This is an optimization exercise on Yosys and OpenROAD, whose aim is small area, a short achievable clock period and few clock cycles per item, not a production implementation. Function was checked by simulation only, so behaviour that the tests miss may differ from the original. Power and IR drop assume default switching activity.

Design CHIP, start of the top module:
module CHIP(CLK, RESET, ENABLE, DATA_IN, DATA_OUT, READY);
input           CLK;
input           RESET;
input           ENABLE;
input   [7:0]   DATA_IN;
output  [7:0]   DATA_OUT;
output          READY;
reg     [7:0]   DATA_OUT;
reg             READY;
reg     [4:0]   ph;
reg             stp;         
reg             st6;         
reg     [3:0]   one, two, neg;   
reg     [3:0]   onb, twb, ngb;   
reg             lo8;         
reg             enc;         
reg             e8;          
reg             e14;         
reg             st0;         
reg             r10;         
reg             stk;         
reg             x16;         
reg             x17;         
reg             o23;         
reg             o24;         
reg     [63:0]  A;
reg     [7:0]   bb;          
reg     [3:0]   eblo;        
reg     [53:0]  S;
reg     [53:0]  C;
reg     [7:0]   S_lo;
reg     [7:0]   C_lo;
reg             rcar;
reg             sticky;
reg     [7:0]   prev;
reg             p105;
reg             p105n;       
reg             zf;
reg             ex;
reg             nanf;
reg             sgn;
reg             fbnz;
reg             fa0;         
reg             aE;          
reg             aZe;         
reg             cy;
reg     [4:0]   ph_n;
always @(*) begin
    if (ph == 5'd0) ph_n = ENABLE ? 5'd1 : 5'd0;
    else if (ph == 5'd25) ph_n = 5'd0;
    else ph_n = ph + 5'd1;
end
always @(posedge CLK or posedge RESET) begin
    if (RESET) ph <= 5'd0;
    else ph <= ph_n;
end
always @(posedge CLK)
    READY <= ~RESET & (ph >= 5'd17) & (ph <= 5'd24);
always @(posedge CLK) begin
    stp <= (ph_n >= 5'd9) && (ph_n <= 5'd15);
    st6 <= (ph_n == 5'd15);
    lo8 <= (ph_n < 5'd8);
    enc <= (ph_n >= 5'd8) && (ph_n <= 5'd14);
    e8  <= (ph_n == 5'd8);
    e14 <= (ph_n == 5'd14);
  ...
Settings: LEC_CHECK=0, CAP_MARGIN=20, CORE_MARGIN=2, CORE_UTILIZATION=65, SETUP_SLACK_MARGIN=5, SLEW_MARGIN=20, SYNTH_HIERARCHICAL=1, SYNTH_MINIMUM_KEEP_SIZE=0; clock period 8.0 ns.
standard.sh (not shown) runs the stock make flow with config.mk's settings and CLKGATE_MAP_FILE= SYNTH_SCRIPT=/design/flow/synth_recipe.tcl, a recipe that flattens the netlist after the stock synthesis.
==> flow/flow/run.sh <==
#!/bin/bash
# Layout flow: the standard flow (standard.sh), unchanged for synthesis and
# floorplan/power grid, with these settings for the steps after synthesis:
#  - the delay cells (clkdlybuf4s*, dlygate4sd*, dlymetal6s*) join the platform's
#    don't-use list, so that port, fanout and repair buffers are plain buffers;
#  - timing repair may change a cell's footprint (MATCH_CELL_FOOTPRINT=0);
#  - timing repair aims 0.4 ns beyond the clock period (SETUP_SLACK_MARGIN=5.4)
#    using sizing, pin swaps and cloning only;
#  - clock tree synthesis clusters up to 24 sinks within 60 um per leaf buffer
#    and inserts no dummy loads (CTS_ARGS).
# Each step's output goes to a log file in the folder the flow runs in; ORFS keeps
# its own logs under orfs/logs.
set -euo pipefail
cd "$(dirname "$0")/.."
PLATFORM_DONT_USE="sky130_fd_sc_hd__probe_p_8 sky130_fd_sc_hd__probec_p_8 sky130_fd_sc_hd__lpflow_bleeder_1 sky130_fd_sc_hd__lpflow_clkbufkapwr_1 sky130_fd_sc_hd__lpflow_clkbufkapwr_16 sky130_fd_sc_hd__lpflow_clkbufkapwr_2 sky130_fd_sc_hd__lpflow_clkbufkapwr_4 sky130_fd_sc_hd__lpflow_clkbufkapwr_8 sky130_fd_sc_hd__lpflow_clkinvkapwr_1 sky130_fd_sc_hd__lpflow_clkinvkapwr_16 sky130_fd_sc_hd__lpflow_clkinvkapwr_2 sky130_fd_sc_hd__lpflow_clkinvkapwr_4 sky130_fd_sc_hd__lpflow_clkinvkapwr_8 sky130_fd_sc_hd__lpflow_decapkapwr_12 sky130_fd_sc_hd__lpflow_decapkapwr_3 sky130_fd_sc_hd__lpflow_decapkapwr_4 sky130_fd_sc_hd__lpflow_decapkapwr_6 sky130_fd_sc_hd__lpflow_decapkapwr_8 sky130_fd_sc_hd__lpflow_inputiso0n_1 sky130_fd_sc_hd__lpflow_inputiso0p_1 sky130_fd_sc_hd__lpflow_inputiso1n_1 sky130_fd_sc_hd__lpflow_inputiso1p_1 sky130_fd_sc_hd__lpflow_inputisolatch_1 sky130_fd_sc_hd__lpflow_isobufsrc_1 sky130_fd_sc_hd__lpflow_isobufsrc_16 sky130_fd_sc_hd__lpflow_isobufsrc_2 sky130_fd_sc_hd__lpflow_isobufsrc_4 sky130_fd_sc_hd__lpflow_isobufsrc_8 sky130_fd_sc_hd__lpflow_isobufsrckapwr_16 sky130_fd_sc_hd__lpflow_lsbuf_lh_hl_isowell_tap_1 sky130_fd_sc_hd__lpflow_lsbuf_lh_hl_isowell_tap_2 sky130_fd_sc_hd__lpflow_lsbuf_lh_hl_isowell_tap_4 sky130_fd_sc_hd__lpflow_lsbuf_lh_isowell_4 sky130_fd_sc_hd__lpflow_lsbuf_lh_isowell_tap_1 sky130_fd_sc_hd__lpflow_lsbuf_lh_isowell_tap_2 sky130_fd_sc_hd__lpflow_lsbuf_lh_isowell_tap_4"
DELAY_CELLS="sky130_fd_sc_hd__clkdlybuf4s15_1 sky130_fd_sc_hd__clkdlybuf4s15_2 sky130_fd_sc_hd__clkdlybuf4s18_1 sky130_fd_sc_hd__clkdlybuf4s18_2 sky130_fd_sc_hd__clkdlybuf4s25_1 sky130_fd_sc_hd__clkdlybuf4s25_2 sky130_fd_sc_hd__clkdlybuf4s50_1 sky130_fd_sc_hd__clkdlybuf4s50_2 sky130_fd_sc_hd__dlygate4sd1_1 sky130_fd_sc_hd__dlygate4sd2_1 sky130_fd_sc_hd__dlygate4sd3_1 sky130_fd_sc_hd__dlymetal6s2s_1 sky130_fd_sc_hd__dlymetal6s4s_1 sky130_fd_sc_hd__dlymetal6s6s_1"
bash standard.sh synth > synth.log 2>&1
bash standard.sh "DONT_USE_CELLS=$PLATFORM_DONT_USE $DELAY_CELLS" MATCH_CELL_FOOTPRINT=0 \
    SETUP_SLACK_MARGIN=5.4 SETUP_MOVE_SEQUENCE=sizeup,swap,clone \
    "CTS_ARGS=-sink_clustering_enable -repair_clock_nets -dont_use_dummy_load -sink_clustering_size 24 -sink_clustering_max_diameter 60" \
    finish > layout.log 2>&1
Testbench counts at the start, summed over its fixed seeds: cycles 9,984, items 384.
Next try:
--- a/flow/design.v
+++ b/flow/design.v
@@ -27,24 +27,25 @@
 reg     [63:0]  A;
 reg     [7:0]   bb;          
 reg     [3:0]   eblo;        
 reg     [53:0]  S;
 reg     [53:0]  C;
 reg     [7:0]   S_lo;
 reg     [7:0]   C_lo;
 reg             rcar;
 reg             sticky;
 reg     [7:0]   prev;
 reg             p105;
 reg             p105n;       
+reg     [10:0]  E;
 reg             zf;
 reg             ex;
 reg             nanf;
 reg             sgn;
 reg             fbnz;
 reg             fa0;         
 reg             aE;          
 reg             aZe;         
 reg             cy;
 reg     [4:0]   ph_n;
 always @(*) begin
     if (ph == 5'd0) ph_n = ENABLE ? 5'd1 : 5'd0;
@@ -65,26 +66,24 @@
     e8  <= (ph_n == 5'd8);
     e14 <= (ph_n == 5'd14);
     st0 <= (ph_n == 5'd9);
     r10 <= (ph_n == 5'd10);
     stk <= (ph_n >= 5'd10) && (ph_n <= 5'd15);
     x16 <= (ph_n == 5'd16);
     x17 <= (ph_n == 5'd17);
     o23 <= (ph_n == 5'd23);
     o24 <= (ph_n == 5'd24);
 end
 always @(posedge CLK) begin
     if (ENABLE && lo8) A <= {DATA_IN, A[63:8]};
-    else if (x16) A[62:52] <= A[62:52] + eb;
-    else if (x17) A[62:52] <= ex ? 11'h7ff : zf ? 11'd0 : A[62:52] + {1'b1, 8'd0, p105, ~p105};
     bb <= DATA_IN;
     eblo <= bb[7:4];
 end
 wire [7:0]  m_n  = enc ? (e14 ? {4'b0001, DATA_IN[3:0]} : DATA_IN) : 8'd0;
 wire [8:0]  mx   = {m_n, enc & ~e8 & bb[7]};
 wire [54:0] am   = {1'b0, 1'b1, A[51:0], 1'b0};    
 reg  [3:0]  one_n, two_n, neg_n;
 integer k;
 always @(*) begin
     for (k = 0; k < 4; k = k + 1) begin
         one_n[k] = mx[2*k+1] ^ mx[2*k];
         two_n[k] = (mx[2*k+2] & ~mx[2*k+1] & ~mx[2*k]) | (~mx[2*k+2] & mx[2*k+1] & mx[2*k]);
@@ -338,72 +337,75 @@
     C_lo <= Cn[7:0];
 end
 wire        rcin = rcar & ~r10;
 wire [9:0]  rsum = {1'b0, S_lo, rcin} + {1'b0, C_lo, rcin};
 wire [7:0]  res  = rsum[8:1];
 wire        rco  = rsum[9];
 always @(posedge CLK) begin
     rcar <= rco;
     prev <= res;
     if (stk)
         sticky <= (~r10 & sticky) | (|((S_lo ^ C_lo) ^ {S_lo[6:0] | C_lo[6:0], rcin}));
 end
-reg  [48:0] tg, tp;
+reg  [56:0] tg, tp;
 integer l, q;
 always @(*) begin
-    tg = S[48:0] & C[48:0];
-    tp = S[48:0] | C[48:0];
+    tg = {S[48:0], S_lo} & {C[48:0], C_lo};
+    tp = {S[48:0], S_lo} | {C[48:0], C_lo};
     for (l = 1; l < 64; l = l * 2)
-        for (q = 0; q < 49; q = q + 1)
-            if ((q % (2 * l)) == 0 && q + l < 49) begin
+        for (q = 0; q < 57; q = q + 1)
+            if ((q % (2 * l)) == 0 && q + l < 57) begin
                 tg[q] = tg[q + l] | (tp[q + l] & tg[q]);
                 tp[q] = tp[q + l] & tp[q];
             end
 end
-wire        c49  = tg[0] | (tp[0] & rco);
+wire        c49  = tg[0] | (tp[0] & rcin);
 wire        hs49 = S[49] ^ C[49] ^ c49;
 wire        aZ  = aZe & fa0;
 wire [10:0] eb  = {bb[6:0], eblo};
 wire        bE  = &eb;
 wire        bZ  = ~|eb & ~fbnz;
 wire        sa  = A[63];
 wire        sb  = bb[7];
 wire        s_n = aE ? (fa0 ? sa : ((bE & fbnz) ? sb : sa ^ sb))
                 : bE ? (fbnz ? sb : (fa0 ? 1'b1 : sa ^ sb))
                 : sa ^ sb;
 always @(posedge CLK) begin
     fa0 <= ~|A[51:0];
     aE  <= &A[62:52];
     aZe <= ~|A[62:52];
     if (stp)
         fbnz <= (~st0 & fbnz) | (|(st6 ? {4'd0, bb[3:0]} : bb));
     if (x16) begin
         p105 <= hs49;
         p105n <= ~hs49;
         zf   <= aE | bE | aZ | bZ;
         nanf <= (aE & fa0) | (bE & ~fbnz);
         sgn  <= s_n;
         ex   <= aE | bE;
+        E    <= A[62:52] + eb;
+    end else if (x17) begin
+        E    <= ex ? 11'h7ff : zf ? 11'd0 : E + {1'b1, 8'd0, p105, ~p105};
     end
 end
 wire        ru1 = prev[4] & (prev[3] | prev[2] | prev[1] | prev[0] | sticky | prev[5]);
 wire        ru0 = prev[3] & (prev[2] | prev[1] | prev[0] | sticky | prev[4]);
 wire        ru  = p105 ? ru1 : ru0;
 wire [7:0]  win = p105n ? {res[3:0], prev[7:4]} : {res[4:0], prev[7:5]};
 wire        cin = x17 ? ru : cy;
 wire [7:0]  inc = win + {7'd0, cin};
 always @(posedge CLK) begin
     cy <= cin & (&win);
     if (o24)
-        DATA_OUT <= {sgn, A[62:56]};
+        DATA_OUT <= {sgn, E[10:4]};
     else if (o23)
-        DATA_OUT <= {A[55:52], zf ? {nanf, 3'b000} : inc[3:0]};
+        DATA_OUT <= {E[3:0], zf ? {nanf, 3'b000} : inc[3:0]};
     else
         DATA_OUT <= zf ? 8'd0 : inc;
 end
 endmodule
 module fa(a, b, c, s, co);
 input a, b, c;
 output s, co;
 assign s = a ^ b ^ c;
 assign co = (a & b) | (a & c) | (b & c);
 endmodule
Effect: Clock skew came out higher by 12 ps; synthesized area came out higher by 2.7%; clock power hardly moves; final area came out higher by 1.1%; sequential share of layout area came out higher by 1.2 points; worst setup slack improves by 42 ps; combinational power came out lower by 23%; routed wire length came out lower by 2.5%; via count came out lower by 0.89%; hold slack degrades by 10 ps.
Testbench counts after the change, summed over its fixed seeds: cycles 9,984, items 384.

## port drivers added, routing unchanged
The flow's constraints put no driver on any port. The routed layouts listed below were extracted and timed again, unchanged, in two steps. Step 1, drivers: a clkbuf_16 drives CLK and a buf_2 each remaining input, both assumed. Step 2 times the ports against the registers' clock, not the clock port: input delays grow and output delays shrink by t, the midpoint of the rising clock arrivals with the driver on. a / b / c = ideal ports / drivers / drivers and shift; a / b = the first two.
| run | shift t [ns] | setup slack, ns | worst hold slack (ns) | worst setup path after step 2 |
|---|---|---|---|---|
| the first run | 0.577 | 5.321 / 5.321 / 4.913 | 0.425 / 0.425 / 0.425 | input to register |
| the second run | 0.584 | 5.363 / 5.363 / 5.087 | 0.415 / 0.415 / 0.415 | input to register |
After both steps every run listed still meets setup and hold. For the first run, which loses most, drivers alone change the setup slack by 0.000 ns; drivers and shift together by -0.408 ns.
